Source: an optimization exercise on an open RTL-to-GDS flow (aim: small area and a short achievable clock period). Production flows keep margins and buffers that such runs may drop. In this exercise RTL edits were held to simulation tests only and were not proved equivalent to the original. No driver is modelled on the clock port, so clocking that relies on it looks cheaper here than on a real chip. Power figures rest on the tool's default switching activity, not on a simulated workload.

## flow/design.v (module list and top-level ports; edited modules follow where they fit)
// module pe_mac: 1154 lines
// module pe_fa: 4 lines
// module pe_ha: 4 lines
module pe_mac #(
  parameter int WA       = 16,
  parameter int WB       = 16,
  parameter int ACCW     = 40,
  parameter int MULT_LAT = 1,
  parameter int ADD_LAT  = 0
) (
  input  logic                    clk,
  input  logic                    rst_n,
  input  logic                    in_valid,
  output logic                    in_ready,
  input  logic signed [WA-1:0]    a_in,
  input  logic signed [WB-1:0]    b_in,
  input  logic signed [ACCW-1:0]  psum_in,
  output logic                    out_valid,
  input  logic                    out_ready,
  output logic signed [WA-1:0]    a_out,
  output logic signed [WB-1:0]    b_out,
  output logic signed [ACCW-1:0]  psum_out
);
  // ...
==> flow/flow/run.sh <==
#!/bin/bash
# Own flow: the standard layout (standard.sh, unchanged synthesis) with
#  - the port buffers made of the smallest buffer cell (buf_1), and
#  - useful skew for the internal M registers (flow/skew.tcl, run as the
#    PRE_CTS_TCL hook: it wraps clock_tree_synthesis and delays the clock of
#    Ms/Mc, which have no path from an input or to an output).
set -euo pipefail
here=$(pwd)
export BUFFER_PORTS_ARGS="-buffer_cell sky130_fd_sc_hd__buf_1"
export PRE_CTS_TCL="$here/flow/skew.tcl"

export SKEW_CELLS="clkbuf_2 clkbuf_2 clkbuf_2 clkbuf_4"
bash standard.sh > standard.log 2>&1
==> flow/flow/skew.tcl <==
# Useful skew for the register-to-register paths A,B -> M -> S: the clock of
# the M registers (Ms, Mc), whose D and Q pins connect only to other
# registers through logic, is delayed by a chain of clock buffers after CTS,
# so the multiply stage borrows time from the accumulate stage.
rename clock_tree_synthesis my_cts_orig
proc clock_tree_synthesis {args} {
  my_cts_orig {*}$args
  # buffer cells of the delay chain, from the tree's leaf net to the registers
  set cells [expr {[info exists ::env(SKEW_CELLS)] ? $::env(SKEW_CELLS) : "clkbuf_2 clkbuf_4"}]
  set groups [dict create]
  foreach inst [get_cells -quiet {Ms[* Mc[*}] {
    set pin [get_pins -of_objects $inst -filter "name==CLK"]
    set net [get_nets -of_objects $pin]
    dict lappend groups [get_full_name $net] [list $pin [sta::sta_to_db_inst $inst]]
  }
  set block [ord::get_db_block]
  set k 0
  dict for {netname items} $groups {
    set xs 0; set ys 0; set pins {}
    foreach it $items {
      lappend pins [lindex $it 0]
      set bb [[lindex $it 1] getBBox]
      set xs [expr {$xs + (([$bb xMin] + [$bb xMax]) / 2)}]; set ys [expr {$ys + (([$bb yMin] + [$bb yMax]) / 2)}]
    }
    set n [llength $pins]
    set dbu [$block getDbUnitsPerMicron]
    set loc [list [expr {$xs / $n / double($dbu)}] [expr {$ys / $n / double($dbu)}]]
    set cur $netname
    # a stronger last buffer for a large group keeps the clock pin slew low
    set big [expr {[info exists ::env(SKEW_BIG)] ? $::env(SKEW_BIG) : 6}]
    set chain $cells
    if {$n > $big} { set chain [lreplace $chain end end clkbuf_8] }
    set s 0
    foreach cell $chain {
      insert_buffer -buffer_cell sky130_fd_sc_hd__$cell -net $cur -load_pins $pins -location $loc \
        -buffer_name skewbuf_${k}_$s -net_name skewnet_${k}_$s
      incr s
      set cur [get_full_name [get_nets -of_objects [lindex $pins 0]]]
    }
    puts "skew: $n M register clock pins of $netname behind $chain"
    incr k
  }
}
==> flow/standard.sh <==
#!/bin/bash
# synth_recipe.tcl (not shown) runs the flow's synth.tcl, then flattens the netlist and writes it again
# the make line also repeats each setting of config.mk as NAME=value (left out here)
make -C /OpenROAD-flow-scripts/flow DESIGN_CONFIG=/design/flow/config.mk WORK_HOME=/design/flow/orfs CLKGATE_MAP_FILE= SYNTH_SCRIPT=/design/flow/synth_recipe.tcl "${@:-finish}"
==> flow/config.mk <==
export PLATFORM = sky130hd
export DESIGN_NAME = pe_mac
export DESIGN_NICKNAME = pe_mac
export VERILOG_FILES = /design/flow/design.v
export SDC_FILE = /design/flow/constraint.sdc
export NUM_CORES = 4
export LEC_CHECK = 0
export ABC_AREA = 1
export CAP_MARGIN = 20
export CORE_MARGIN = 2
export CORE_UTILIZATION = 40
export SETUP_SLACK_MARGIN = 3.3
export SLEW_MARGIN = 20
export SYNTH_HIERARCHICAL = 1
export SYNTH_MINIMUM_KEEP_SIZE = 0
==> flow/constraint.sdc <==
create_clock -name core_clock -period 6.0 [get_ports {clk}]
set_input_delay 1.2000 -clock core_clock [delete_from_list [all_inputs] [get_ports {clk}]]
set_output_delay 1.2000 -clock core_clock [all_outputs]
set_load 0.01 [all_outputs]
==> flow_summary.yaml, run 1 <==
critical_path:
  worstReg2RegEnd: "Ms[16]$_DFF_P_"
  crit_path_frequent_cell: "sky130_fd_sc_hd__fa_1"
  timing.setup.critical_path_class: "reg -> reg"
  worst_ep_required_time_ns: 6.71
  worst_path_largest_cell_delay_ns: 0.59
  worstPathMaxFanout: 6
power:
  worst_ir_drop_vdd_uv: 270
  share_comb_of_total_power_pct: 55.0
  intPower_mw: 4.00
  pwr-share-clk_pct: 21.9
  p_comb_mw: 3.81
timing:
  timing.setup.tns_ns: 0
  maxClockFrequency_mhz: 343
  hold_viol: 0
  layout_min_cycle_time_ns: 2.91
  final-max-slew-violation-count: 0
finish:
  fill_cells: 2587
  multi_input_area_share_pct: 54.2
  utilization_pct: 55.7
  num-nonclk-inverters: 131
logic_synthesis:
  syn_nets: 1620
  synth.mux.area_fraction_pct: 0
  largest_family_of_logic_cells_by_synthesized_area: "adder cells"
die:
  fp.dieH_um: 178
route:
  antenna_left: 0
  wire_per_inst_um: 17.7
run_status:
  status: "complete, no violations"
==> run 2, diff against run 1 <==
--- a/flow/design.v
+++ b/flow/design.v
@@ -36,16 +36,32 @@
       A <= a_in;
       B <= b_in;
       P <= psum_off;
     end
   end
   logic bo0;
   logic bt0;
   logic bn0;
+  logic ax0_0;
+  logic ax0_1;
+  logic ax0_2;
+  logic ax0_3;
+  logic ax0_4;
+  logic ax0_5;
+  logic ax0_6;
+  logic ax0_7;
+  logic ax0_8;
+  logic ax0_9;
+  logic ax0_10;
+  logic ax0_11;
+  logic ax0_12;
+  logic ax0_13;
+  logic ax0_14;
+  logic ax0_15;
   logic pp0_0;
   logic pp0_1;
   logic pp0_2;
   logic pp0_3;
   logic pp0_4;
   logic pp0_5;
   logic pp0_6;
   logic pp0_7;
@@ -57,16 +73,32 @@
   logic pp0_13;
   logic pp0_14;
   logic pp0_15;
   logic pp0_16;
   logic ns0;
   logic bo1;
   logic bt1;
   logic bn1;
+  logic ax1_0;
+  logic ax1_1;
+  logic ax1_2;
+  logic ax1_3;
+  logic ax1_4;
+  logic ax1_5;
+  logic ax1_6;
+  logic ax1_7;
+  logic ax1_8;
+  logic ax1_9;
+  logic ax1_10;
+  logic ax1_11;
+  logic ax1_12;
+  logic ax1_13;
+  logic ax1_14;
+  logic ax1_15;
   logic pp1_0;
   logic pp1_1;
   logic pp1_2;
   logic pp1_3;
   logic pp1_4;
   logic pp1_5;
   logic pp1_6;
   logic pp1_7;
@@ -78,16 +110,32 @@
   logic pp1_13;
   logic pp1_14;
   logic pp1_15;
   logic pp1_16;
   logic ns1;
   logic bo2;
   logic bt2;
   logic bn2;
+  logic ax2_0;
+  logic ax2_1;
+  logic ax2_2;
+  logic ax2_3;
+  logic ax2_4;
+  logic ax2_5;
+  logic ax2_6;
+  logic ax2_7;
+  logic ax2_8;
+  logic ax2_9;
+  logic ax2_10;
+  logic ax2_11;
+  logic ax2_12;
+  logic ax2_13;
+  logic ax2_14;
+  logic ax2_15;
   logic pp2_0;
   logic pp2_1;
   logic pp2_2;
   logic pp2_3;
   logic pp2_4;
   logic pp2_5;
   logic pp2_6;
   logic pp2_7;
@@ -99,16 +147,32 @@
   logic pp2_13;
   logic pp2_14;
   logic pp2_15;
   logic pp2_16;
   logic ns2;
   logic bo3;
   logic bt3;
   logic bn3;
+  logic ax3_0;
+  logic ax3_1;
+  logic ax3_2;
+  logic ax3_3;
+  logic ax3_4;
+  logic ax3_5;
+  logic ax3_6;
+  logic ax3_7;
+  logic ax3_8;
+  logic ax3_9;
+  logic ax3_10;
+  logic ax3_11;
+  logic ax3_12;
+  logic ax3_13;
+  logic ax3_14;
+  logic ax3_15;
   logic pp3_0;
   logic pp3_1;
   logic pp3_2;
   logic pp3_3;
   logic pp3_4;
   logic pp3_5;
   logic pp3_6;
   logic pp3_7;
@@ -120,16 +184,32 @@
   logic pp3_13;
   logic pp3_14;
   logic pp3_15;
   logic pp3_16;
   logic ns3;
   logic bo4;
   logic bt4;
   logic bn4;
+  logic ax4_0;
+  logic ax4_1;
+  logic ax4_2;
+  logic ax4_3;
+  logic ax4_4;
+  logic ax4_5;
+  logic ax4_6;
+  logic ax4_7;
+  logic ax4_8;
+  logic ax4_9;
+  logic ax4_10;
+  logic ax4_11;
+  logic ax4_12;
+  logic ax4_13;
+  logic ax4_14;
+  logic ax4_15;
   logic pp4_0;
   logic pp4_1;
   logic pp4_2;
   logic pp4_3;
   logic pp4_4;
   logic pp4_5;
   logic pp4_6;
   logic pp4_7;
@@ -141,16 +221,32 @@
   logic pp4_13;
   logic pp4_14;
   logic pp4_15;
   logic pp4_16;
   logic ns4;
   logic bo5;
   logic bt5;
   logic bn5;
+  logic ax5_0;
+  logic ax5_1;
+  logic ax5_2;
+  logic ax5_3;
+  logic ax5_4;
+  logic ax5_5;
+  logic ax5_6;
+  logic ax5_7;
+  logic ax5_8;
+  logic ax5_9;
+  logic ax5_10;
+  logic ax5_11;
+  logic ax5_12;
+  logic ax5_13;
+  logic ax5_14;
+  logic ax5_15;
   logic pp5_0;
   logic pp5_1;
   logic pp5_2;
   logic pp5_3;
   logic pp5_4;
   logic pp5_5;
   logic pp5_6;
   logic pp5_7;
@@ -162,16 +258,32 @@
   logic pp5_13;
   logic pp5_14;
   logic pp5_15;
   logic pp5_16;
   logic ns5;
   logic bo6;
   logic bt6;
   logic bn6;
+  logic ax6_0;
+  logic ax6_1;
+  logic ax6_2;
+  logic ax6_3;
+  logic ax6_4;
+  logic ax6_5;
+  logic ax6_6;
+  logic ax6_7;
+  logic ax6_8;
+  logic ax6_9;
+  logic ax6_10;
+  logic ax6_11;
+  logic ax6_12;
+  logic ax6_13;
+  logic ax6_14;
+  logic ax6_15;
   logic pp6_0;
   logic pp6_1;
   logic pp6_2;
   logic pp6_3;
   logic pp6_4;
   logic pp6_5;
   logic pp6_6;
   logic pp6_7;
@@ -183,16 +295,32 @@
   logic pp6_13;
   logic pp6_14;
   logic pp6_15;
   logic pp6_16;
   logic ns6;
   logic bo7;
   logic bt7;
   logic bn7;
+  logic ax7_0;
+  logic ax7_1;
+  logic ax7_2;
+  logic ax7_3;
+  logic ax7_4;
+  logic ax7_5;
+  logic ax7_6;
+  logic ax7_7;
+  logic ax7_8;
+  logic ax7_9;
+  logic ax7_10;
+  logic ax7_11;
+  logic ax7_12;
+  logic ax7_13;
+  logic ax7_14;
+  logic ax7_15;
   logic pp7_0;
   logic pp7_1;
   logic pp7_2;
   logic pp7_3;
   logic pp7_4;
   logic pp7_5;
   logic pp7_6;
   logic pp7_7;
@@ -429,181 +557,309 @@
   logic fs110;
   logic fc110;
   logic fs111;
   logic fc111;
   logic hs112;
   logic hc112;
   assign bo0 = B[0] ^ 1'b0;
   assign bt0 = (B[1] & ~B[0] & ~1'b0) | (~B[1] & B[0] & 1'b0);
-  assign bn0 = B[1];
-  assign pp0_0 = (bo0 & A[0]) ^ bn0;
-  assign pp0_1 = ((bo0 & A[1]) | (bt0 & A[0])) ^ bn0;
-  assign pp0_2 = ((bo0 & A[2]) | (bt0 & A[1])) ^ bn0;
-  assign pp0_3 = ((bo0 & A[3]) | (bt0 & A[2])) ^ bn0;
-  assign pp0_4 = ((bo0 & A[4]) | (bt0 & A[3])) ^ bn0;
-  assign pp0_5 = ((bo0 & A[5]) | (bt0 & A[4])) ^ bn0;
-  assign pp0_6 = ((bo0 & A[6]) | (bt0 & A[5])) ^ bn0;
-  assign pp0_7 = ((bo0 & A[7]) | (bt0 & A[6])) ^ bn0;
-  assign pp0_8 = ((bo0 & A[8]) | (bt0 & A[7])) ^ bn0;
-  assign pp0_9 = ((bo0 & A[9]) | (bt0 & A[8])) ^ bn0;
-  assign pp0_10 = ((bo0 & A[10]) | (bt0 & A[9])) ^ bn0;
-  assign pp0_11 = ((bo0 & A[11]) | (bt0 & A[10])) ^ bn0;
-  assign pp0_12 = ((bo0 & A[12]) | (bt0 & A[11])) ^ bn0;
-  assign pp0_13 = ((bo0 & A[13]) | (bt0 & A[12])) ^ bn0;
-  assign pp0_14 = ((bo0 & A[14]) | (bt0 & A[13])) ^ bn0;
-  assign pp0_15 = ((bo0 & A[15]) | (bt0 & A[14])) ^ bn0;
-  assign pp0_16 = ((bo0 & A[15]) | (bt0 & A[15])) ^ bn0;
+  assign bn0 = B[1] & ~(B[0] & 1'b0);
+  assign ax0_0 = A[0] ^ B[1];
+  assign ax0_1 = A[1] ^ B[1];
+  assign ax0_2 = A[2] ^ B[1];
+  assign ax0_3 = A[3] ^ B[1];
+  assign ax0_4 = A[4] ^ B[1];
+  assign ax0_5 = A[5] ^ B[1];
+  assign ax0_6 = A[6] ^ B[1];
+  assign ax0_7 = A[7] ^ B[1];
+  assign ax0_8 = A[8] ^ B[1];
+  assign ax0_9 = A[9] ^ B[1];
+  assign ax0_10 = A[10] ^ B[1];
+  assign ax0_11 = A[11] ^ B[1];
+  assign ax0_12 = A[12] ^ B[1];
+  assign ax0_13 = A[13] ^ B[1];
+  assign ax0_14 = A[14] ^ B[1];
+  assign ax0_15 = A[15] ^ B[1];
+  assign pp0_0 = (bo0 & ax0_0) | (bt0 & B[1]);
+  assign pp0_1 = (bo0 & ax0_1) | (bt0 & ax0_0);
+  assign pp0_2 = (bo0 & ax0_2) | (bt0 & ax0_1);
+  assign pp0_3 = (bo0 & ax0_3) | (bt0 & ax0_2);
+  assign pp0_4 = (bo0 & ax0_4) | (bt0 & ax0_3);
+  assign pp0_5 = (bo0 & ax0_5) | (bt0 & ax0_4);
+  assign pp0_6 = (bo0 & ax0_6) | (bt0 & ax0_5);
+  assign pp0_7 = (bo0 & ax0_7) | (bt0 & ax0_6);
+  assign pp0_8 = (bo0 & ax0_8) | (bt0 & ax0_7);
+  assign pp0_9 = (bo0 & ax0_9) | (bt0 & ax0_8);
+  assign pp0_10 = (bo0 & ax0_10) | (bt0 & ax0_9);
+  assign pp0_11 = (bo0 & ax0_11) | (bt0 & ax0_10);
+  assign pp0_12 = (bo0 & ax0_12) | (bt0 & ax0_11);
+  assign pp0_13 = (bo0 & ax0_13) | (bt0 & ax0_12);
+  assign pp0_14 = (bo0 & ax0_14) | (bt0 & ax0_13);
+  assign pp0_15 = (bo0 & ax0_15) | (bt0 & ax0_14);
+  assign pp0_16 = (bo0 & ax0_15) | (bt0 & ax0_15);
   assign ns0 = ~pp0_16;
   assign bo1 = B[2] ^ B[1];
   assign bt1 = (B[3] & ~B[2] & ~B[1]) | (~B[3] & B[2] & B[1]);
-  assign bn1 = B[3];
-  assign pp1_0 = (bo1 & A[0]) ^ bn1;
-  assign pp1_1 = ((bo1 & A[1]) | (bt1 & A[0])) ^ bn1;
-  assign pp1_2 = ((bo1 & A[2]) | (bt1 & A[1])) ^ bn1;
-  assign pp1_3 = ((bo1 & A[3]) | (bt1 & A[2])) ^ bn1;
-  assign pp1_4 = ((bo1 & A[4]) | (bt1 & A[3])) ^ bn1;
-  assign pp1_5 = ((bo1 & A[5]) | (bt1 & A[4])) ^ bn1;
-  assign pp1_6 = ((bo1 & A[6]) | (bt1 & A[5])) ^ bn1;
-  assign pp1_7 = ((bo1 & A[7]) | (bt1 & A[6])) ^ bn1;
-  assign pp1_8 = ((bo1 & A[8]) | (bt1 & A[7])) ^ bn1;
-  assign pp1_9 = ((bo1 & A[9]) | (bt1 & A[8])) ^ bn1;
-  assign pp1_10 = ((bo1 & A[10]) | (bt1 & A[9])) ^ bn1;
-  assign pp1_11 = ((bo1 & A[11]) | (bt1 & A[10])) ^ bn1;
-  assign pp1_12 = ((bo1 & A[12]) | (bt1 & A[11])) ^ bn1;
-  assign pp1_13 = ((bo1 & A[13]) | (bt1 & A[12])) ^ bn1;
-  assign pp1_14 = ((bo1 & A[14]) | (bt1 & A[13])) ^ bn1;
-  assign pp1_15 = ((bo1 & A[15]) | (bt1 & A[14])) ^ bn1;
-  assign pp1_16 = ((bo1 & A[15]) | (bt1 & A[15])) ^ bn1;
+  assign bn1 = B[3] & ~(B[2] & B[1]);
+  assign ax1_0 = A[0] ^ B[3];
+  assign ax1_1 = A[1] ^ B[3];
+  assign ax1_2 = A[2] ^ B[3];
+  assign ax1_3 = A[3] ^ B[3];
+  assign ax1_4 = A[4] ^ B[3];
+  assign ax1_5 = A[5] ^ B[3];
+  assign ax1_6 = A[6] ^ B[3];
+  assign ax1_7 = A[7] ^ B[3];
+  assign ax1_8 = A[8] ^ B[3];
+  assign ax1_9 = A[9] ^ B[3];
+  assign ax1_10 = A[10] ^ B[3];
+  assign ax1_11 = A[11] ^ B[3];
+  assign ax1_12 = A[12] ^ B[3];
+  assign ax1_13 = A[13] ^ B[3];
+  assign ax1_14 = A[14] ^ B[3];
+  assign ax1_15 = A[15] ^ B[3];
+  assign pp1_0 = (bo1 & ax1_0) | (bt1 & B[3]);
+  assign pp1_1 = (bo1 & ax1_1) | (bt1 & ax1_0);
+  assign pp1_2 = (bo1 & ax1_2) | (bt1 & ax1_1);
+  assign pp1_3 = (bo1 & ax1_3) | (bt1 & ax1_2);
+  assign pp1_4 = (bo1 & ax1_4) | (bt1 & ax1_3);
+  assign pp1_5 = (bo1 & ax1_5) | (bt1 & ax1_4);
+  assign pp1_6 = (bo1 & ax1_6) | (bt1 & ax1_5);
+  assign pp1_7 = (bo1 & ax1_7) | (bt1 & ax1_6);
+  assign pp1_8 = (bo1 & ax1_8) | (bt1 & ax1_7);
+  assign pp1_9 = (bo1 & ax1_9) | (bt1 & ax1_8);
+  assign pp1_10 = (bo1 & ax1_10) | (bt1 & ax1_9);
+  assign pp1_11 = (bo1 & ax1_11) | (bt1 & ax1_10);
+  assign pp1_12 = (bo1 & ax1_12) | (bt1 & ax1_11);
+  assign pp1_13 = (bo1 & ax1_13) | (bt1 & ax1_12);
+  assign pp1_14 = (bo1 & ax1_14) | (bt1 & ax1_13);
+  assign pp1_15 = (bo1 & ax1_15) | (bt1 & ax1_14);
+  assign pp1_16 = (bo1 & ax1_15) | (bt1 & ax1_15);
   assign ns1 = ~pp1_16;
   assign bo2 = B[4] ^ B[3];
   assign bt2 = (B[5] & ~B[4] & ~B[3]) | (~B[5] & B[4] & B[3]);
-  assign bn2 = B[5];
-  assign pp2_0 = (bo2 & A[0]) ^ bn2;
-  assign pp2_1 = ((bo2 & A[1]) | (bt2 & A[0])) ^ bn2;
-  assign pp2_2 = ((bo2 & A[2]) | (bt2 & A[1])) ^ bn2;
-  assign pp2_3 = ((bo2 & A[3]) | (bt2 & A[2])) ^ bn2;
-  assign pp2_4 = ((bo2 & A[4]) | (bt2 & A[3])) ^ bn2;
-  assign pp2_5 = ((bo2 & A[5]) | (bt2 & A[4])) ^ bn2;
-  assign pp2_6 = ((bo2 & A[6]) | (bt2 & A[5])) ^ bn2;
-  assign pp2_7 = ((bo2 & A[7]) | (bt2 & A[6])) ^ bn2;
-  assign pp2_8 = ((bo2 & A[8]) | (bt2 & A[7])) ^ bn2;
-  assign pp2_9 = ((bo2 & A[9]) | (bt2 & A[8])) ^ bn2;
-  assign pp2_10 = ((bo2 & A[10]) | (bt2 & A[9])) ^ bn2;
-  assign pp2_11 = ((bo2 & A[11]) | (bt2 & A[10])) ^ bn2;
-  assign pp2_12 = ((bo2 & A[12]) | (bt2 & A[11])) ^ bn2;
-  assign pp2_13 = ((bo2 & A[13]) | (bt2 & A[12])) ^ bn2;
-  assign pp2_14 = ((bo2 & A[14]) | (bt2 & A[13])) ^ bn2;
-  assign pp2_15 = ((bo2 & A[15]) | (bt2 & A[14])) ^ bn2;
-  assign pp2_16 = ((bo2 & A[15]) | (bt2 & A[15])) ^ bn2;
+  assign bn2 = B[5] & ~(B[4] & B[3]);
+  assign ax2_0 = A[0] ^ B[5];
+  assign ax2_1 = A[1] ^ B[5];
+  assign ax2_2 = A[2] ^ B[5];
+  assign ax2_3 = A[3] ^ B[5];
+  assign ax2_4 = A[4] ^ B[5];
+  assign ax2_5 = A[5] ^ B[5];
+  assign ax2_6 = A[6] ^ B[5];
+  assign ax2_7 = A[7] ^ B[5];
+  assign ax2_8 = A[8] ^ B[5];
+  assign ax2_9 = A[9] ^ B[5];
+  assign ax2_10 = A[10] ^ B[5];
+  assign ax2_11 = A[11] ^ B[5];
+  assign ax2_12 = A[12] ^ B[5];
+  assign ax2_13 = A[13] ^ B[5];
+  assign ax2_14 = A[14] ^ B[5];
+  assign ax2_15 = A[15] ^ B[5];
+  assign pp2_0 = (bo2 & ax2_0) | (bt2 & B[5]);
+  assign pp2_1 = (bo2 & ax2_1) | (bt2 & ax2_0);
+  assign pp2_2 = (bo2 & ax2_2) | (bt2 & ax2_1);
+  assign pp2_3 = (bo2 & ax2_3) | (bt2 & ax2_2);
+  assign pp2_4 = (bo2 & ax2_4) | (bt2 & ax2_3);
+  assign pp2_5 = (bo2 & ax2_5) | (bt2 & ax2_4);
+  assign pp2_6 = (bo2 & ax2_6) | (bt2 & ax2_5);
+  assign pp2_7 = (bo2 & ax2_7) | (bt2 & ax2_6);
+  assign pp2_8 = (bo2 & ax2_8) | (bt2 & ax2_7);
+  assign pp2_9 = (bo2 & ax2_9) | (bt2 & ax2_8);
+  assign pp2_10 = (bo2 & ax2_10) | (bt2 & ax2_9);
+  assign pp2_11 = (bo2 & ax2_11) | (bt2 & ax2_10);
+  assign pp2_12 = (bo2 & ax2_12) | (bt2 & ax2_11);
+  assign pp2_13 = (bo2 & ax2_13) | (bt2 & ax2_12);
+  assign pp2_14 = (bo2 & ax2_14) | (bt2 & ax2_13);
+  assign pp2_15 = (bo2 & ax2_15) | (bt2 & ax2_14);
+  assign pp2_16 = (bo2 & ax2_15) | (bt2 & ax2_15);
   assign ns2 = ~pp2_16;
   assign bo3 = B[6] ^ B[5];
   assign bt3 = (B[7] & ~B[6] & ~B[5]) | (~B[7] & B[6] & B[5]);
-  assign bn3 = B[7];
-  assign pp3_0 = (bo3 & A[0]) ^ bn3;
-  assign pp3_1 = ((bo3 & A[1]) | (bt3 & A[0])) ^ bn3;
-  assign pp3_2 = ((bo3 & A[2]) | (bt3 & A[1])) ^ bn3;
-  assign pp3_3 = ((bo3 & A[3]) | (bt3 & A[2])) ^ bn3;
-  assign pp3_4 = ((bo3 & A[4]) | (bt3 & A[3])) ^ bn3;
-  assign pp3_5 = ((bo3 & A[5]) | (bt3 & A[4])) ^ bn3;
-  assign pp3_6 = ((bo3 & A[6]) | (bt3 & A[5])) ^ bn3;
-  assign pp3_7 = ((bo3 & A[7]) | (bt3 & A[6])) ^ bn3;
-  assign pp3_8 = ((bo3 & A[8]) | (bt3 & A[7])) ^ bn3;
-  assign pp3_9 = ((bo3 & A[9]) | (bt3 & A[8])) ^ bn3;
-  assign pp3_10 = ((bo3 & A[10]) | (bt3 & A[9])) ^ bn3;
-  assign pp3_11 = ((bo3 & A[11]) | (bt3 & A[10])) ^ bn3;
-  assign pp3_12 = ((bo3 & A[12]) | (bt3 & A[11])) ^ bn3;
-  assign pp3_13 = ((bo3 & A[13]) | (bt3 & A[12])) ^ bn3;
-  assign pp3_14 = ((bo3 & A[14]) | (bt3 & A[13])) ^ bn3;
-  assign pp3_15 = ((bo3 & A[15]) | (bt3 & A[14])) ^ bn3;
-  assign pp3_16 = ((bo3 & A[15]) | (bt3 & A[15])) ^ bn3;
+  assign bn3 = B[7] & ~(B[6] & B[5]);
+  assign ax3_0 = A[0] ^ B[7];
+  assign ax3_1 = A[1] ^ B[7];
+  assign ax3_2 = A[2] ^ B[7];
+  assign ax3_3 = A[3] ^ B[7];
+  assign ax3_4 = A[4] ^ B[7];
+  assign ax3_5 = A[5] ^ B[7];
+  assign ax3_6 = A[6] ^ B[7];
+  assign ax3_7 = A[7] ^ B[7];
+  assign ax3_8 = A[8] ^ B[7];
+  assign ax3_9 = A[9] ^ B[7];
+  assign ax3_10 = A[10] ^ B[7];
+  assign ax3_11 = A[11] ^ B[7];
+  assign ax3_12 = A[12] ^ B[7];
+  assign ax3_13 = A[13] ^ B[7];
+  assign ax3_14 = A[14] ^ B[7];
+  assign ax3_15 = A[15] ^ B[7];
+  assign pp3_0 = (bo3 & ax3_0) | (bt3 & B[7]);
+  assign pp3_1 = (bo3 & ax3_1) | (bt3 & ax3_0);
+  assign pp3_2 = (bo3 & ax3_2) | (bt3 & ax3_1);
+  assign pp3_3 = (bo3 & ax3_3) | (bt3 & ax3_2);
+  assign pp3_4 = (bo3 & ax3_4) | (bt3 & ax3_3);
+  assign pp3_5 = (bo3 & ax3_5) | (bt3 & ax3_4);
+  assign pp3_6 = (bo3 & ax3_6) | (bt3 & ax3_5);
+  assign pp3_7 = (bo3 & ax3_7) | (bt3 & ax3_6);
+  assign pp3_8 = (bo3 & ax3_8) | (bt3 & ax3_7);
+  assign pp3_9 = (bo3 & ax3_9) | (bt3 & ax3_8);
+  assign pp3_10 = (bo3 & ax3_10) | (bt3 & ax3_9);
+  assign pp3_11 = (bo3 & ax3_11) | (bt3 & ax3_10);
+  assign pp3_12 = (bo3 & ax3_12) | (bt3 & ax3_11);
+  assign pp3_13 = (bo3 & ax3_13) | (bt3 & ax3_12);
+  assign pp3_14 = (bo3 & ax3_14) | (bt3 & ax3_13);
+  assign pp3_15 = (bo3 & ax3_15) | (bt3 & ax3_14);
+  assign pp3_16 = (bo3 & ax3_15) | (bt3 & ax3_15);
   assign ns3 = ~pp3_16;
   assign bo4 = B[8] ^ B[7];
   assign bt4 = (B[9] & ~B[8] & ~B[7]) | (~B[9] & B[8] & B[7]);
-  assign bn4 = B[9];
-  assign pp4_0 = (bo4 & A[0]) ^ bn4;
-  assign pp4_1 = ((bo4 & A[1]) | (bt4 & A[0])) ^ bn4;
-  assign pp4_2 = ((bo4 & A[2]) | (bt4 & A[1])) ^ bn4;
-  assign pp4_3 = ((bo4 & A[3]) | (bt4 & A[2])) ^ bn4;
-  assign pp4_4 = ((bo4 & A[4]) | (bt4 & A[3])) ^ bn4;
-  assign pp4_5 = ((bo4 & A[5]) | (bt4 & A[4])) ^ bn4;
-  assign pp4_6 = ((bo4 & A[6]) | (bt4 & A[5])) ^ bn4;
-  assign pp4_7 = ((bo4 & A[7]) | (bt4 & A[6])) ^ bn4;
-  assign pp4_8 = ((bo4 & A[8]) | (bt4 & A[7])) ^ bn4;
-  assign pp4_9 = ((bo4 & A[9]) | (bt4 & A[8])) ^ bn4;
-  assign pp4_10 = ((bo4 & A[10]) | (bt4 & A[9])) ^ bn4;
-  assign pp4_11 = ((bo4 & A[11]) | (bt4 & A[10])) ^ bn4;
-  assign pp4_12 = ((bo4 & A[12]) | (bt4 & A[11])) ^ bn4;
-  assign pp4_13 = ((bo4 & A[13]) | (bt4 & A[12])) ^ bn4;
-  assign pp4_14 = ((bo4 & A[14]) | (bt4 & A[13])) ^ bn4;
-  assign pp4_15 = ((bo4 & A[15]) | (bt4 & A[14])) ^ bn4;
-  assign pp4_16 = ((bo4 & A[15]) | (bt4 & A[15])) ^ bn4;
+  assign bn4 = B[9] & ~(B[8] & B[7]);
+  assign ax4_0 = A[0] ^ B[9];
+  assign ax4_1 = A[1] ^ B[9];
+  assign ax4_2 = A[2] ^ B[9];
+  assign ax4_3 = A[3] ^ B[9];
+  assign ax4_4 = A[4] ^ B[9];
+  assign ax4_5 = A[5] ^ B[9];
+  assign ax4_6 = A[6] ^ B[9];
+  assign ax4_7 = A[7] ^ B[9];
+  assign ax4_8 = A[8] ^ B[9];
+  assign ax4_9 = A[9] ^ B[9];
+  assign ax4_10 = A[10] ^ B[9];
+  assign ax4_11 = A[11] ^ B[9];
+  assign ax4_12 = A[12] ^ B[9];
+  assign ax4_13 = A[13] ^ B[9];
+  assign ax4_14 = A[14] ^ B[9];
+  assign ax4_15 = A[15] ^ B[9];
+  assign pp4_0 = (bo4 & ax4_0) | (bt4 & B[9]);
+  assign pp4_1 = (bo4 & ax4_1) | (bt4 & ax4_0);
+  assign pp4_2 = (bo4 & ax4_2) | (bt4 & ax4_1);
+  assign pp4_3 = (bo4 & ax4_3) | (bt4 & ax4_2);
+  assign pp4_4 = (bo4 & ax4_4) | (bt4 & ax4_3);
+  assign pp4_5 = (bo4 & ax4_5) | (bt4 & ax4_4);
+  assign pp4_6 = (bo4 & ax4_6) | (bt4 & ax4_5);
+  assign pp4_7 = (bo4 & ax4_7) | (bt4 & ax4_6);
+  assign pp4_8 = (bo4 & ax4_8) | (bt4 & ax4_7);
+  assign pp4_9 = (bo4 & ax4_9) | (bt4 & ax4_8);
+  assign pp4_10 = (bo4 & ax4_10) | (bt4 & ax4_9);
+  assign pp4_11 = (bo4 & ax4_11) | (bt4 & ax4_10);
+  assign pp4_12 = (bo4 & ax4_12) | (bt4 & ax4_11);
+  assign pp4_13 = (bo4 & ax4_13) | (bt4 & ax4_12);
+  assign pp4_14 = (bo4 & ax4_14) | (bt4 & ax4_13);
+  assign pp4_15 = (bo4 & ax4_15) | (bt4 & ax4_14);
+  assign pp4_16 = (bo4 & ax4_15) | (bt4 & ax4_15);
   assign ns4 = ~pp4_16;
   assign bo5 = B[10] ^ B[9];
   assign bt5 = (B[11] & ~B[10] & ~B[9]) | (~B[11] & B[10] & B[9]);
-  assign bn5 = B[11];
-  assign pp5_0 = (bo5 & A[0]) ^ bn5;
-  assign pp5_1 = ((bo5 & A[1]) | (bt5 & A[0])) ^ bn5;
-  assign pp5_2 = ((bo5 & A[2]) | (bt5 & A[1])) ^ bn5;
-  assign pp5_3 = ((bo5 & A[3]) | (bt5 & A[2])) ^ bn5;
-  assign pp5_4 = ((bo5 & A[4]) | (bt5 & A[3])) ^ bn5;
-  assign pp5_5 = ((bo5 & A[5]) | (bt5 & A[4])) ^ bn5;
-  assign pp5_6 = ((bo5 & A[6]) | (bt5 & A[5])) ^ bn5;
-  assign pp5_7 = ((bo5 & A[7]) | (bt5 & A[6])) ^ bn5;
-  assign pp5_8 = ((bo5 & A[8]) | (bt5 & A[7])) ^ bn5;
-  assign pp5_9 = ((bo5 & A[9]) | (bt5 & A[8])) ^ bn5;
-  assign pp5_10 = ((bo5 & A[10]) | (bt5 & A[9])) ^ bn5;
-  assign pp5_11 = ((bo5 & A[11]) | (bt5 & A[10])) ^ bn5;
-  assign pp5_12 = ((bo5 & A[12]) | (bt5 & A[11])) ^ bn5;
-  assign pp5_13 = ((bo5 & A[13]) | (bt5 & A[12])) ^ bn5;
-  assign pp5_14 = ((bo5 & A[14]) | (bt5 & A[13])) ^ bn5;
-  assign pp5_15 = ((bo5 & A[15]) | (bt5 & A[14])) ^ bn5;
-  assign pp5_16 = ((bo5 & A[15]) | (bt5 & A[15])) ^ bn5;
+  assign bn5 = B[11] & ~(B[10] & B[9]);
+  assign ax5_0 = A[0] ^ B[11];
+  assign ax5_1 = A[1] ^ B[11];
+  assign ax5_2 = A[2] ^ B[11];
+  assign ax5_3 = A[3] ^ B[11];
+  assign ax5_4 = A[4] ^ B[11];
+  assign ax5_5 = A[5] ^ B[11];
+  assign ax5_6 = A[6] ^ B[11];
+  assign ax5_7 = A[7] ^ B[11];
+  assign ax5_8 = A[8] ^ B[11];
+  assign ax5_9 = A[9] ^ B[11];
+  assign ax5_10 = A[10] ^ B[11];
+  assign ax5_11 = A[11] ^ B[11];
+  assign ax5_12 = A[12] ^ B[11];
+  assign ax5_13 = A[13] ^ B[11];
+  assign ax5_14 = A[14] ^ B[11];
+  assign ax5_15 = A[15] ^ B[11];
+  assign pp5_0 = (bo5 & ax5_0) | (bt5 & B[11]);
+  assign pp5_1 = (bo5 & ax5_1) | (bt5 & ax5_0);
+  assign pp5_2 = (bo5 & ax5_2) | (bt5 & ax5_1);
+  assign pp5_3 = (bo5 & ax5_3) | (bt5 & ax5_2);
+  assign pp5_4 = (bo5 & ax5_4) | (bt5 & ax5_3);
+  assign pp5_5 = (bo5 & ax5_5) | (bt5 & ax5_4);
+  assign pp5_6 = (bo5 & ax5_6) | (bt5 & ax5_5);
+  assign pp5_7 = (bo5 & ax5_7) | (bt5 & ax5_6);
+  assign pp5_8 = (bo5 & ax5_8) | (bt5 & ax5_7);
+  assign pp5_9 = (bo5 & ax5_9) | (bt5 & ax5_8);
+  assign pp5_10 = (bo5 & ax5_10) | (bt5 & ax5_9);
+  assign pp5_11 = (bo5 & ax5_11) | (bt5 & ax5_10);
+  assign pp5_12 = (bo5 & ax5_12) | (bt5 & ax5_11);
+  assign pp5_13 = (bo5 & ax5_13) | (bt5 & ax5_12);
+  assign pp5_14 = (bo5 & ax5_14) | (bt5 & ax5_13);
+  assign pp5_15 = (bo5 & ax5_15) | (bt5 & ax5_14);
+  assign pp5_16 = (bo5 & ax5_15) | (bt5 & ax5_15);
   assign ns5 = ~pp5_16;
   assign bo6 = B[12] ^ B[11];
   assign bt6 = (B[13] & ~B[12] & ~B[11]) | (~B[13] & B[12] & B[11]);
-  assign bn6 = B[13];
-  assign pp6_0 = (bo6 & A[0]) ^ bn6;
-  assign pp6_1 = ((bo6 & A[1]) | (bt6 & A[0])) ^ bn6;
-  assign pp6_2 = ((bo6 & A[2]) | (bt6 & A[1])) ^ bn6;
-  assign pp6_3 = ((bo6 & A[3]) | (bt6 & A[2])) ^ bn6;
-  assign pp6_4 = ((bo6 & A[4]) | (bt6 & A[3])) ^ bn6;
-  assign pp6_5 = ((bo6 & A[5]) | (bt6 & A[4])) ^ bn6;
-  assign pp6_6 = ((bo6 & A[6]) | (bt6 & A[5])) ^ bn6;
-  assign pp6_7 = ((bo6 & A[7]) | (bt6 & A[6])) ^ bn6;
-  assign pp6_8 = ((bo6 & A[8]) | (bt6 & A[7])) ^ bn6;
-  assign pp6_9 = ((bo6 & A[9]) | (bt6 & A[8])) ^ bn6;
-  assign pp6_10 = ((bo6 & A[10]) | (bt6 & A[9])) ^ bn6;
-  assign pp6_11 = ((bo6 & A[11]) | (bt6 & A[10])) ^ bn6;
-  assign pp6_12 = ((bo6 & A[12]) | (bt6 & A[11])) ^ bn6;
-  assign pp6_13 = ((bo6 & A[13]) | (bt6 & A[12])) ^ bn6;
-  assign pp6_14 = ((bo6 & A[14]) | (bt6 & A[13])) ^ bn6;
-  assign pp6_15 = ((bo6 & A[15]) | (bt6 & A[14])) ^ bn6;
-  assign pp6_16 = ((bo6 & A[15]) | (bt6 & A[15])) ^ bn6;
+  assign bn6 = B[13] & ~(B[12] & B[11]);
+  assign ax6_0 = A[0] ^ B[13];
+  assign ax6_1 = A[1] ^ B[13];
+  assign ax6_2 = A[2] ^ B[13];
+  assign ax6_3 = A[3] ^ B[13];
+  assign ax6_4 = A[4] ^ B[13];
+  assign ax6_5 = A[5] ^ B[13];
+  assign ax6_6 = A[6] ^ B[13];
+  assign ax6_7 = A[7] ^ B[13];
+  assign ax6_8 = A[8] ^ B[13];
+  assign ax6_9 = A[9] ^ B[13];
+  assign ax6_10 = A[10] ^ B[13];
+  assign ax6_11 = A[11] ^ B[13];
+  assign ax6_12 = A[12] ^ B[13];
+  assign ax6_13 = A[13] ^ B[13];
+  assign ax6_14 = A[14] ^ B[13];
+  assign ax6_15 = A[15] ^ B[13];
+  assign pp6_0 = (bo6 & ax6_0) | (bt6 & B[13]);
+  assign pp6_1 = (bo6 & ax6_1) | (bt6 & ax6_0);
+  assign pp6_2 = (bo6 & ax6_2) | (bt6 & ax6_1);
+  assign pp6_3 = (bo6 & ax6_3) | (bt6 & ax6_2);
+  assign pp6_4 = (bo6 & ax6_4) | (bt6 & ax6_3);
+  assign pp6_5 = (bo6 & ax6_5) | (bt6 & ax6_4);
+  assign pp6_6 = (bo6 & ax6_6) | (bt6 & ax6_5);
+  assign pp6_7 = (bo6 & ax6_7) | (bt6 & ax6_6);
+  assign pp6_8 = (bo6 & ax6_8) | (bt6 & ax6_7);
+  assign pp6_9 = (bo6 & ax6_9) | (bt6 & ax6_8);
+  assign pp6_10 = (bo6 & ax6_10) | (bt6 & ax6_9);
+  assign pp6_11 = (bo6 & ax6_11) | (bt6 & ax6_10);
+  assign pp6_12 = (bo6 & ax6_12) | (bt6 & ax6_11);
+  assign pp6_13 = (bo6 & ax6_13) | (bt6 & ax6_12);
+  assign pp6_14 = (bo6 & ax6_14) | (bt6 & ax6_13);
+  assign pp6_15 = (bo6 & ax6_15) | (bt6 & ax6_14);
+  assign pp6_16 = (bo6 & ax6_15) | (bt6 & ax6_15);
   assign ns6 = ~pp6_16;
   assign bo7 = B[14] ^ B[13];
   assign bt7 = (B[15] & ~B[14] & ~B[13]) | (~B[15] & B[14] & B[13]);
-  assign bn7 = B[15];
-  assign pp7_0 = (bo7 & A[0]) ^ bn7;
-  assign pp7_1 = ((bo7 & A[1]) | (bt7 & A[0])) ^ bn7;
-  assign pp7_2 = ((bo7 & A[2]) | (bt7 & A[1])) ^ bn7;
-  assign pp7_3 = ((bo7 & A[3]) | (bt7 & A[2])) ^ bn7;
-  assign pp7_4 = ((bo7 & A[4]) | (bt7 & A[3])) ^ bn7;
-  assign pp7_5 = ((bo7 & A[5]) | (bt7 & A[4])) ^ bn7;
-  assign pp7_6 = ((bo7 & A[6]) | (bt7 & A[5])) ^ bn7;
-  assign pp7_7 = ((bo7 & A[7]) | (bt7 & A[6])) ^ bn7;
-  assign pp7_8 = ((bo7 & A[8]) | (bt7 & A[7])) ^ bn7;
-  assign pp7_9 = ((bo7 & A[9]) | (bt7 & A[8])) ^ bn7;
-  assign pp7_10 = ((bo7 & A[10]) | (bt7 & A[9])) ^ bn7;
-  assign pp7_11 = ((bo7 & A[11]) | (bt7 & A[10])) ^ bn7;
-  assign pp7_12 = ((bo7 & A[12]) | (bt7 & A[11])) ^ bn7;
-  assign pp7_13 = ((bo7 & A[13]) | (bt7 & A[12])) ^ bn7;
-  assign pp7_14 = ((bo7 & A[14]) | (bt7 & A[13])) ^ bn7;
-  assign pp7_15 = ((bo7 & A[15]) | (bt7 & A[14])) ^ bn7;
-  assign pp7_16 = ((bo7 & A[15]) | (bt7 & A[15])) ^ bn7;
+  assign bn7 = B[15] & ~(B[14] & B[13]);
+  assign ax7_0 = A[0] ^ B[15];
+  assign ax7_1 = A[1] ^ B[15];
+  assign ax7_2 = A[2] ^ B[15];
+  assign ax7_3 = A[3] ^ B[15];
+  assign ax7_4 = A[4] ^ B[15];
+  assign ax7_5 = A[5] ^ B[15];
+  assign ax7_6 = A[6] ^ B[15];
+  assign ax7_7 = A[7] ^ B[15];
+  assign ax7_8 = A[8] ^ B[15];
+  assign ax7_9 = A[9] ^ B[15];
+  assign ax7_10 = A[10] ^ B[15];
+  assign ax7_11 = A[11] ^ B[15];
+  assign ax7_12 = A[12] ^ B[15];
+  assign ax7_13 = A[13] ^ B[15];
+  assign ax7_14 = A[14] ^ B[15];
+  assign ax7_15 = A[15] ^ B[15];
+  assign pp7_0 = (bo7 & ax7_0) | (bt7 & B[15]);
+  assign pp7_1 = (bo7 & ax7_1) | (bt7 & ax7_0);
+  assign pp7_2 = (bo7 & ax7_2) | (bt7 & ax7_1);
+  assign pp7_3 = (bo7 & ax7_3) | (bt7 & ax7_2);
+  assign pp7_4 = (bo7 & ax7_4) | (bt7 & ax7_3);
+  assign pp7_5 = (bo7 & ax7_5) | (bt7 & ax7_4);
+  assign pp7_6 = (bo7 & ax7_6) | (bt7 & ax7_5);
+  assign pp7_7 = (bo7 & ax7_7) | (bt7 & ax7_6);
+  assign pp7_8 = (bo7 & ax7_8) | (bt7 & ax7_7);
+  assign pp7_9 = (bo7 & ax7_9) | (bt7 & ax7_8);
+  assign pp7_10 = (bo7 & ax7_10) | (bt7 & ax7_9);
+  assign pp7_11 = (bo7 & ax7_11) | (bt7 & ax7_10);
+  assign pp7_12 = (bo7 & ax7_12) | (bt7 & ax7_11);
+  assign pp7_13 = (bo7 & ax7_13) | (bt7 & ax7_12);
+  assign pp7_14 = (bo7 & ax7_14) | (bt7 & ax7_13);
+  assign pp7_15 = (bo7 & ax7_15) | (bt7 & ax7_14);
+  assign pp7_16 = (bo7 & ax7_15) | (bt7 & ax7_15);
   assign ns7 = ~pp7_16;
   pe_ha u_ha0 (.a(pp0_10), .b(pp1_8), .s(hs0), .co(hc0));
   pe_ha u_ha1 (.a(pp0_11), .b(pp1_9), .s(hs1), .co(hc1));
   pe_fa u_fa2 (.a(pp0_12), .b(pp1_10), .c(pp2_8), .s(fs2), .co(fc2));
   pe_ha u_ha3 (.a(pp3_6), .b(pp4_4), .s(hs3), .co(hc3));
   pe_fa u_fa4 (.a(pp0_13), .b(pp1_11), .c(pp2_9), .s(fs4), .co(fc4));
   pe_ha u_ha5 (.a(pp3_7), .b(pp4_5), .s(hs5), .co(hc5));
   pe_fa u_fa6 (.a(pp0_14), .b(pp1_12), .c(pp2_10), .s(fs6), .co(fc6));
==> flow/config.mk (replaced) <==
export PLATFORM = sky130hd
export DESIGN_NAME = pe_mac
export DESIGN_NICKNAME = pe_mac
export VERILOG_FILES = /design/flow/design.v
export SDC_FILE = /design/flow/constraint.sdc
export NUM_CORES = 4
export LEC_CHECK = 0
export ABC_AREA = 1
export CAP_MARGIN = 20
export CORE_MARGIN = 2
export CORE_UTILIZATION = 40
export SETUP_SLACK_MARGIN = 3.0
export SLEW_MARGIN = 20
export SYNTH_HIERARCHICAL = 1
export SYNTH_MINIMUM_KEEP_SIZE = 0
==> flow_summary.yaml, run 2 <==
finish:
  syn2layout_area_growth_pct: 19.4
  utilization_pct: 48.4
  layout_common_cells: "sky130_fd_sc_hd__nor2_1, sky130_fd_sc_hd__dfxtp_1, sky130_fd_sc_hd__buf_1"
  final-instance-count-excl-fill: 1903
  design_area_mm2: 0.0143
  drive_gt1_share_pct: 15.7
  antenna_cells_inserted: 0
  final_nets: 1763
  mostFrequentLayoutCell: "sky130_fd_sc_hd__nor2_1"
  largest_registers: "P: 40 flops, S: 40 flops, Ms: 31 flops"
place:
  place.port_buffers: 149
  placement.cell_area_mm2: 0.0130
  gp_congestion: 0.898
  placed_cells: 1809
  hpwl_mm: 23.2
  dp_worst_setup_slack_ns: 2.27
critical_path:
  cp_data_arrival_time_ns: 3.65
  timing.setup.critical_path_class: "reg -> reg"
  worstSetupStartpoint: "A[5]$_SDFFE_PN0P_"
  r2r_start: "A[5]$_SDFFE_PN0P_"
  worst_ep_required_time_ns: 6.70
  worstPathMaxFanout: 11
  worst_r2r_path_depth: 6
  timing.critical_path.from_type: "register"
  worst_setup_path_end_kind: "register"
  r2r_slack_ns: 3.05
  worstReg2RegEnd: "Ms[14]$_DFF_P_"
logic_synthesis:
  ys_types: 43
  synthMostInstantiatedCell: "sky130_fd_sc_hd__nor2_1"
  yosysWarningCount: 7
  syn_nets: 1604
  avgSynthCellArea_um2: 8.93
  synth_top_cells_by_count: "sky130_fd_sc_hd__nor2_1, sky130_fd_sc_hd__dfxtp_1, sky130_fd_sc_hd__xnor2_1"
  mappedNetlistArea_mm2: 0.0120
  synth.yosys.seq_area_share_pct: 29.7
  asyncSetResetFlopFracSynth_pct: 0
  ys_top_cells_by_area: "sky130_fd_sc_hd__dfxtp_1, sky130_fd_sc_hd__fa_1, sky130_fd_sc_hd__xnor2_1"
  synth_cells: 1342
  area_fraction_of_the_dominant_cell_type_after_synthesis_pct: 29.7
  ys_seq_elements: 178
  synth-edff-count: 0
  synth_top_area_cell: "sky130_fd_sc_hd__dfxtp_1"
  postSynth.topFlopCell: "sky130_fd_sc_hd__dfxtp_1"
hold_path:
  timing.hold.worst.class: "reg -> reg"
  timing.hold.worst_endpoint: "Ms[2]$_DFF_P_"
  holdCritStartpoint: "B[3]$_SDFFE_PN0P_"
  hold_path_depth: 2
route:
  met2WireLength_mm: 15.3
  route.detailed.drc: 0
  detail_route.wirelength.met1_mm: 14.1
  antenna_left: 0
  top_layer: "met4"
  detail_route.first_pass.iterations: 7
  detailedRoute.firstIterationViolations: 589
  detailed_route_vias_per_instance: 5.05
  finalWirelength_mm: 31.5
  wire_per_inst_um: 16.6
  detailroute.wirelength.met3_mm: 1.44
  route.vias.total: 9609
timing:
  timing.setup.tns_ns: 0
  maxClockFrequency_mhz: 339
  slew_headroom_pct: 46.3
  final-setup-viol-count: 0
  final.hold.worst_slack_ns: 0.197
  final_min_period_over_clock_period_pct: 49.1
  final_critical_path_setup_slack_ns: 3.05
  final-max-slew-violation-count: 0
  layout_min_cycle_time_ns: 2.95
  fin_skew_ns: 0.457
  grt_setup_unrepaired: "no"
  tightestPinTransition_ns: 0.804
  hold_viol: 0
clock_network:
  tritoncts: "built"
  clock_latency_ns: 0.88
  cts_made_buffers: 17
  cts.reportedPaths.clkPinSlew_ns: 0.07
  cts_num_sinks: 178
grt:
  grt_overflow_total: 0
  grtUsageTotal_pct: 20.9
  first_global_vias: 9784
  grt_start_max_net_pins: 84
  grt_pass1_wl_mm: 50.2
  grt_antenna_before_repair: 0
die:
  die_width_um: 177
  top_level_ports: 150
  core_mm2: 0.0296
  floorplan.die_area_mm2: 0.0314
  std_cell_rows: 63
  initial_core_util_pct: 40.5
  fp.dieH_um: 177
job:
  timing.max_cap.violations: 0
power:
  worst_ir_drop_vdd_uv: 259
  report.power.total_mw: 5.75
  cellPowerDensity_mw_per_mm2: 402
  p_leak_nw: 5.98
run_status:
  status: "complete, no violations"
run 2: cells by family after synthesis:
| family | count (synthesis) | share of synthesized area, % |
|---|---|---|
| DFF | 178 | 29.7 |
| buffers and inverters | 193 | 6.71 |
| adders and majority gates | 186 | 27.0 |
| AOI/OAI and AO/OA | 280 | 13.4 |
| and+or+nand+nor | 369 | 13.2 |
| xor gates and xnor gates | 136 | 9.94 |
run 2: power breakdown:
part,internal (mW),switching (mW)
sequential,1.45,0.178
clock,0.929,0.602
combinational,1.06,1.53
run 2: critical path, stage by stage (launching register included):
cell,delay [ns]
sky130_fd_sc_hd__dfxtp_1,0.84
sky130_fd_sc_hd__xnor2_1,0.28
sky130_fd_sc_hd__o22ai_2,0.14
sky130_fd_sc_hd__fa_1,0.56
sky130_fd_sc_hd__fa_1,0.45
sky130_fd_sc_hd__fa_1,0.51
sky130_fd_sc_hd__fa_1,0.41
run 2: area by class of cell, clock buffers not listed:
class | instances | area, µm²
Timing Repair Buffer | 173 | 767
Sequential cell | 178 | 3620
Clock inverter | 12 | 170
Timing Repair inverter | 1 | 5.00
Tap cell | 390 | 488
Multi-Input combinational cell | 971 | 8090
Inverter | 115 | 458
Fill cell | 2848 | 15300
run 2: how the worst max path moves through the flow:
| stage | end | slack, ns | cells after the start |
|---|---|---|---|
| 2_1_floorplan | Ms[15]$_DFF_P_ | 2.99 | 11 |
| 5_1_grt | S[16]$_DFF_P_ | 2.96 | 11 |
| 6_report | Ms[14]$_DFF_P_ | 3.05 | 6 |
| 3_3_place_gp | Ms[18]$_DFF_P_ | 2.38 | 9 |
| 3_5_place_dp | Ms[19]$_DFF_P_ | 2.27 | 11 |
| 4_1_cts | Ms[16]$_DFF_P_ | 3.00 | 7 |
run 2: per-layer routing:
layer | vias to the layer above | GRT usage (%)
met4 | 0 | 7.54
met2 | 255 | 35.3
li1 | 4715 | -
met3 | 46 | 3.84
met1 | 4593 | 26.5
met5 | - | 0
run 2: what timing repair did:
action                     in CTS  in global routing
pin swaps                       2                  6
buffers inserted                5                 13
cloned                          0                  1
resized for setup              11                 55
hold endpoints to repair        0                  0
hold buffers                    0                  0
setup endpoints to repair      25                 65
run 2: per-module statistics from Yosys (local to each module, per instance):
module | times used | area, µm² | flip-flops and latches | cells inside
pe_mac | 1 | 9990 | 178 | 1235
pe_fa | 87 | 20.0 | 0 | 1
pe_ha | 20 | 12.5 | 0 | 1
==> run 3, diff against run 2 <==
--- a/flow/config.mk
+++ b/flow/config.mk
@@ -11,2 +11,3 @@
 export CORE_UTILIZATION = 40
+export CTS_BUF_LIST = sky130_fd_sc_hd__clkbuf_8
 export SETUP_SLACK_MARGIN = 3.0
==> flow_summary.yaml, run 3 <==
run_status:
  status: "complete, no violations"
clock_network:
  clock_latency_ns: 0.89
  tritoncts: "built"
  cts_num_sinks: 178
  post_cts_hold_fix_bufs: 0
  cts_made_buffers: 17
  cts.reportedPaths.clkPinSlew_ns: 0.10
route:
  antenna_left: 0
  detailed_route_vias_per_instance: 5.05
  detail_route.first_pass.iterations: 6
  route.vias.total: 9619
  finalWirelength_mm: 31.3
  route.detailed.drc: 0
  wire_per_inst_um: 16.4
  detailedRoute.firstIterationViolations: 560
critical_path:
  worst_setup_path_end_kind: "register"
  critPathTopFamily: "adder cells"
  crit_path_frequent_cell: "sky130_fd_sc_hd__fa_1"
  timing.critical_path.cells: "xnor2_1 -> o22ai_2 -> fa_1 -> fa_1 -> fa_1 -> fa_1"
  worst_r2r_path_depth: 6
  worst_path_largest_cell_delay_ns: 0.85
  r2r_start: "A[5]$_SDFFE_PN0P_"
  worst_ep_required_time_ns: 6.73
  timing.setup.critical_path_class: "reg -> reg"
  worstReg2RegEnd: "Ms[14]$_DFF_P_"
  worstPathMaxFanout: 11
  r2r_slack_ns: 3.05
  cp_data_arrival_time_ns: 3.68
  crit_buf_inv: 0
  timing.critical_path.from_type: "register"
  cp_slowest_cell: "sky130_fd_sc_hd__dfxtp_1"
timing:
  hold_viol: 0
  final-max-slew-violation-count: 0
  slew_headroom_pct: 41.8
  timing.setup.tns_ns: 0
  maxClockFrequency_mhz: 339
  final-setup-viol-count: 0
  tightestPinTransition_ns: 0.874
  final_min_period_over_clock_period_pct: 49.1
  fin_skew_ns: 0.444
  final_critical_path_setup_slack_ns: 3.05
  layout_min_cycle_time_ns: 2.95
  grt_setup_unrepaired: "yes"
power:
  worst_ir_drop_vdd_uv: 232
  cellPowerDensity_mw_per_mm2: 385
  p_leak_nw: 5.91
  report.power.total_mw: 5.41
grt:
  first_global_vias: 9657
  grt_overflow_total: 0
  grt_antenna_before_repair: 0
  grt_pass1_wl_mm: 49.9
  grtUsageTotal_pct: 20.7
  grt_start_max_net_pins: 84
logic_synthesis:
  synth_cells: 1342
  postSynth.topFlopCell: "sky130_fd_sc_hd__dfxtp_1"
  mappedNetlistArea_mm2: 0.0120
  asyncSetResetFlopFracSynth_pct: 0
  syn_nets: 1604
  ys_top_cells_by_area: "sky130_fd_sc_hd__dfxtp_1, sky130_fd_sc_hd__fa_1, sky130_fd_sc_hd__xnor2_1"
  ys_types: 43
  ys_seq_elements: 178
  synth_top_cells_by_count: "sky130_fd_sc_hd__nor2_1, sky130_fd_sc_hd__dfxtp_1, sky130_fd_sc_hd__xnor2_1"
  yosysWarningCount: 7
  synth-edff-count: 0
  synthMostInstantiatedCell: "sky130_fd_sc_hd__nor2_1"
  area_fraction_of_the_dominant_cell_type_after_synthesis_pct: 29.7
  synth.yosys.seq_area_share_pct: 29.7
  synth_top_area_cell: "sky130_fd_sc_hd__dfxtp_1"
  avgSynthCellArea_um2: 8.93
die:
  fp.dieH_um: 177
  core_mm2: 0.0296
  std_cell_rows: 63
  initial_core_util_pct: 40.5
  top_level_ports: 150
  die_width_um: 177
  floorplan.die_area_mm2: 0.0314
place:
  place.port_buffers: 149
  dp_worst_setup_slack_ns: 2.27
  hpwl_mm: 23.2
  gp_congestion: 0.898
finish:
  final_nets: 1766
  utilization_pct: 47.6
  antenna_cells_inserted: 0
  fill_cells: 2863
  mostFrequentLayoutCell: "sky130_fd_sc_hd__nor2_1"
  syn2layout_area_growth_pct: 17.4
  layout_common_cells: "sky130_fd_sc_hd__nor2_1, sky130_fd_sc_hd__dfxtp_1, sky130_fd_sc_hd__buf_1"
  largest_registers: "P: 40 flops, S: 40 flops, Ms: 31 flops"
  drive_gt1_share_pct: 15.0
hold_path:
  timing.hold.worst.class: "reg -> reg"
  timing.hold.worst_endpoint: "Ms[2]$_DFF_P_"
  holdCritStartpoint: "B[3]$_SDFFE_PN0P_"
  hold_path_depth: 2
job:
  timing.max_cap.violations: 0
-- run 3: cell type report, clock buffers not listed --
| type | instances | area, µm² | share of cell area, % |
|---|---|---|---|
| multi-input combinational | 971 | 8020 | 57.0 |
| inverter | 115 | 458 | 3.26 |
| tap | 390 | 488 | 3.47 |
| timing repair inverter | 1 | 5.00 | 0.0356 |
| clock inverter | 13 | 174 | 1.24 |
| sequential | 178 | 3610 | 25.7 |
| timing repair buffer | 176 | 790 | 5.61 |
-- run 3: per-stage QoR --
step	instance area [µm²]	std cells	hold slack, ns
after CTS	13800	1889	0.196
after global routing	14100	1906	0.221
after detailed placement	13000	1809	0.397
after floorplan	12400	1342	0.390
after global placement	13000	1809	0.394
final	14100	1906	0.192
-- run 3: report_power, final --
group          total (mW)  switching, mW  leakage (nW)  internal [mW]
Clock                1.24          0.560         0.405          0.685
Sequential           1.63          0.176          1.48           1.45
Combinational        2.54           1.50          4.02           1.04
-- run 3: worst max-delay path by stage --
stage,from,to,slack (ns),depth (start not counted)
2_1_floorplan,B[5]$_SDFFE_PN0P_,Ms[15]$_DFF_P_,2.99,11
3_3_place_gp,B[1]$_SDFFE_PN0P_,Ms[18]$_DFF_P_,2.38,9
3_5_place_dp,B[15]$_SDFFE_PN0P_,Ms[19]$_DFF_P_,2.27,11
4_1_cts,B[9]$_SDFFE_PN0P_,Ms[20]$_DFF_P_,2.98,9
5_1_grt,Ms[7]$_DFF_P_,S[17]$_DFF_P_,2.95,12
6_report,A[5]$_SDFFE_PN0P_,Ms[14]$_DFF_P_,3.05,6
-- run 3: kinds of logic (layout without fill, tap and decap cells) --
family	after synthesis	after routing	synth area share, %
AND/OR/NAND/NOR	369	369	13.2
AO/OA/AOI/OAI	280	280	13.4
buffers and inverters	193	367	6.71
adder cells (fa/ha/maj)	186	186	27.0
flip-flops	178	178	29.7
XOR/XNOR	136	136	9.94
-- run 3: timing repair --
item / in CTS / in global routing
cloned: 0 / 1
setup endpoints to repair: 25 / 36
setup buffers: 5 / 16
pin swaps: 1 / 4
resized for setup: 15 / 39
-- run 3: worst reg2reg max path, cell delays in order, from the launching register on --
cell and delay [ns]:
sky130_fd_sc_hd__dfxtp_1 0.85, sky130_fd_sc_hd__xnor2_1 0.28, sky130_fd_sc_hd__o22ai_2 0.14, sky130_fd_sc_hd__fa_1 0.56
sky130_fd_sc_hd__fa_1 0.45, sky130_fd_sc_hd__fa_1 0.52, sky130_fd_sc_hd__fa_1 0.41
-- run 3: per-layer routing --
layer	share of wire [%]	routed length, µm	GRT usage (%)
met3	5.3	1650	3.69
met1	44	13800	26.5
met4	1.7	542	6.54
met2	49	15300	35.5
met5	0	0	0
-- run 3: modules after synthesis (local to each module, per instance) --
module / cell area [µm²] / cells
pe_mac: 9990 / 1235
pe_fa: 20.0 / 1
pe_ha: 12.5 / 1
==> run 4, diff against run 3 <==
--- a/flow/config.mk
+++ b/flow/config.mk
@@ -10,3 +10,3 @@
 export CORE_MARGIN = 2
-export CORE_UTILIZATION = 40
+export CORE_UTILIZATION = 55
 export CTS_BUF_LIST = sky130_fd_sc_hd__clkbuf_8
==> flow_summary.yaml, run 4 <==
route:
  route.detailed.drc: 0
  route.vias.total: 9622
  antenna_left: 0
  detailedRoute.firstIterationViolations: 661
  detailed_route_vias_per_instance: 5.37
  detail_route.first_pass.iterations: 5
  wire_per_inst_um: 16.8
  finalWirelength_mm: 30.1
die:
  core_mm2: 0.0212
  fp.dieH_um: 152
  initial_core_util_pct: 56.5
  top_level_ports: 150
  std_cell_rows: 53
  floorplan.die_area_mm2: 0.0230
  die_width_um: 152
place:
  dp_worst_setup_slack_ns: 2.29
  gp_congestion: 0.909
  place.port_buffers: 149
  hpwl_mm: 22.0
  placed_cells: 1692
  placement.cell_area_mm2: 0.0128
power:
  intPower_mw: 3.09
  worst_ir_drop_vdd_uv: 230
  share_comb_of_total_power_pct: 46.9
  power_frac_seq_pct: 30.4
  report.power.total_mw: 5.36
  cellPowerDensity_mw_per_mm2: 386
  p_leak_nw: 5.91
  power.switching_mw: 2.26
  sw_ratio_pct: 42.2
  pwr-share-clk_pct: 22.6
critical_path:
  worst_ep_required_time_ns: 6.75
  cp_data_arrival_time_ns: 3.71
  worst_setup_path_end_kind: "register"
  timing.setup.critical_path_class: "reg -> reg"
  timing.critical_path.from_type: "register"
  worstPathMaxFanout: 11
clock_network:
  post_cts_hold_fix_bufs: 0
  cts_made_buffers: 17
  cts.reportedPaths.clkPinSlew_ns: 0.11
  clock_latency_ns: 0.91
  tritoncts: "built"
  cts_num_sinks: 178
grt:
  grtUsageTotal_pct: 27.0
  grt_antenna_before_repair: 0
  first_global_vias: 9254
  grt_overflow_total: 0
  grt_start_max_net_pins: 69
  grt_pass1_wl_mm: 47.3
logic_synthesis:
  yosysWarningCount: 7
  synth_top_cells_by_count: "sky130_fd_sc_hd__nor2_1, sky130_fd_sc_hd__dfxtp_1, sky130_fd_sc_hd__xnor2_1"
  synthMostInstantiatedCell: "sky130_fd_sc_hd__nor2_1"
  area_fraction_of_the_dominant_cell_type_after_synthesis_pct: 29.7
  postSynth.topFlopCell: "sky130_fd_sc_hd__dfxtp_1"
  ys_top_cells_by_area: "sky130_fd_sc_hd__dfxtp_1, sky130_fd_sc_hd__fa_1, sky130_fd_sc_hd__xnor2_1"
  avgSynthCellArea_um2: 8.93
  synth_top_area_cell: "sky130_fd_sc_hd__dfxtp_1"
  mappedNetlistArea_mm2: 0.0120
  synth.yosys.seq_area_share_pct: 29.7
  ys_types: 43
  synth_cells: 1342
  asyncSetResetFlopFracSynth_pct: 0
  syn_nets: 1604
  ys_seq_elements: 178
  synth-edff-count: 0
finish:
  fill_cells: 1867
  design_area_mm2: 0.0139
  largest_registers: "P: 40 flops, S: 40 flops, Ms: 31 flops"
  antenna_cells_inserted: 0
  final_nets: 1767
  final-instance-count-excl-fill: 1793
  mostFrequentLayoutCell: "sky130_fd_sc_hd__nor2_1"
  drive_gt1_share_pct: 14.8
  layout_common_cells: "sky130_fd_sc_hd__nor2_1, sky130_fd_sc_hd__dfxtp_1, sky130_fd_sc_hd__buf_1"
  syn2layout_area_growth_pct: 15.8
timing:
  grt_setup_unrepaired: "yes"
  layout_min_cycle_time_ns: 2.97
  fin_skew_ns: 0.458
  tightestPinTransition_ns: 0.858
  maxClockFrequency_mhz: 337
  final_min_period_over_clock_period_pct: 49.5
  final_critical_path_setup_slack_ns: 3.03
  final-max-slew-violation-count: 0
  timing.setup.tns_ns: 0
  slew_headroom_pct: 42.7
  hold_viol: 0
  final-setup-viol-count: 0
job:
  timing.max_cap.violations: 0
hold_path:
  timing.hold.worst.class: "reg -> reg"
run_status:
  status: "complete, no violations"
-- run 4: cell counts after synthesis --
Identical to the previous run, type by type.
-- run 4: layer usage --
| layer | vias to the layer above | global-route usage [%] | share of wire [%] |
|---|---|---|---|
| met1 | 4540 | 37.3 | 46 |
| met4 | 0 | 8.80 | 2.7 |
| li1 | 4729 | - | - |
| met3 | 58 | 4.16 | 5.1 |
| met5 | - | 0 | 0 |
| met2 | 295 | 43.8 | 46 |
-- run 4: timing repair --
item,in CTS,in global routing
pin swaps,2,5
endpoints found under the setup margin,25,39
resized for setup,15,27
setup buffers,7,17
gates cloned,0,1
-- run 4: layout make-up, clock buffers not listed --
type,instances,area [µm²],area share (%)
clock inverter,14,161,1.16
inverter,115,453,3.26
multi-input combinational,971,7970,57.5
sequential,178,3610,26.0
tap,275,344,2.48
timing repair buffer,177,810,5.84
timing repair inverter,1,5.00,0.0361
-- run 4: per-module statistics from Yosys, one instance, submodules excluded --
module  times used  cell area, µm²  cells inside
pe_mac           1            9990          1235
pe_fa           87            20.0             1
pe_ha           20            12.5             1
-- run 4: path summary, 6_finish.rpt --
check | startpoint | to | slack [ns] | depth (start not counted)
hold / removal | B[3]$_SDFFE_PN0P_ | Ms[2]$_DFF_P_ | 0.19 | 2
setup reg to reg | A[14]$_SDFFE_PN0P_ | Ms[20]$_DFF_P_ | 3.03 | 6
setup / recovery | A[14]$_SDFFE_PN0P_ | Ms[20]$_DFF_P_ | 3.03 | 6
hold reg to reg | B[3]$_SDFFE_PN0P_ | Ms[2]$_DFF_P_ | 0.19 | 2
-- run 4: logic make-up after synthesis --
family                   synth area share (%)
buffers and inverters                    6.71
XOR/XNOR                                 9.94
AO/OA/AOI/OAI                            13.4
AND/OR/NAND/NOR                          13.2
adder cells (fa/ha/maj)                  27.0
flip-flops                               29.7
-- run 4: critical path, stage by stage (launching register included) --
cell and delay (ns):
sky130_fd_sc_hd__dfxtp_1 0.80, sky130_fd_sc_hd__xnor2_1 0.18, sky130_fd_sc_hd__o22ai_1 0.24, sky130_fd_sc_hd__fa_1 0.53, sky130_fd_sc_hd__fa_1 0.59, sky130_fd_sc_hd__fa_1 0.44
sky130_fd_sc_hd__fa_1 0.45
-- run 4: through the flow --
step / util, % / hold slack (ns)
floorplan: - / 0.390
CTS: 64.1 / 0.193
detailed placement: 60.4 / 0.402
global route: 65.4 / 0.170
finish: 65.4 / 0.194
global placement: 60.4 / 0.394
-- run 4: power by group through the flow --
stage	clock network (mW)	registers (mW)	logic, mW
CTS	1.25	1.64	2.42
global placement	0	1.67	2.31
finish	1.21	1.63	2.51
floorplan	0	1.63	1.89
global route	1.31	1.66	2.89
detailed placement	0	1.67	2.37

[port drivers added, routing unchanged]
The results above use ideal ports. As a check the final layouts listed here were re-extracted and re-timed, cells and wires unchanged. Step 1, drivers: a clkbuf_16 drives clk and a buf_2 each remaining input, both assumed. Step 2, shift: input delay + t, output delay - t, t = (earliest + latest rising clock arrival at the registers) / 2. This alone moves slack from input paths to output paths. Slacks: ideal ports / drivers / drivers and shift; pairs: ideal ports / drivers.
run	t (ns)	setup WS [ns]	hold slack, ns	latest minus earliest clock arrival (ns)	worst slew at a driven data input, ns
run 1	0.696	3.086 / 3.086 / 2.674	0.100 / 0.100 / 0.100	0.457 / 0.457	0.04
run 2	0.700	3.054 / 3.054 / 2.648	0.197 / 0.197 / 0.197	0.462 / 0.462	0.06
run 3	0.714	3.051 / 3.051 / 2.521	0.192 / 0.192 / 0.192	0.453 / 0.453	0.06
run 4	0.720	3.033 / 3.033 / 2.599	0.194 / 0.194 / 0.194	0.469 / 0.469	0.04
In every run listed the clock reaches the registers at very different times; t lies between them, and the last value is a rough guide only. For run 3, which loses most, drivers alone change the setup slack by 0.000 ns; drivers and shift together by -0.530 ns.
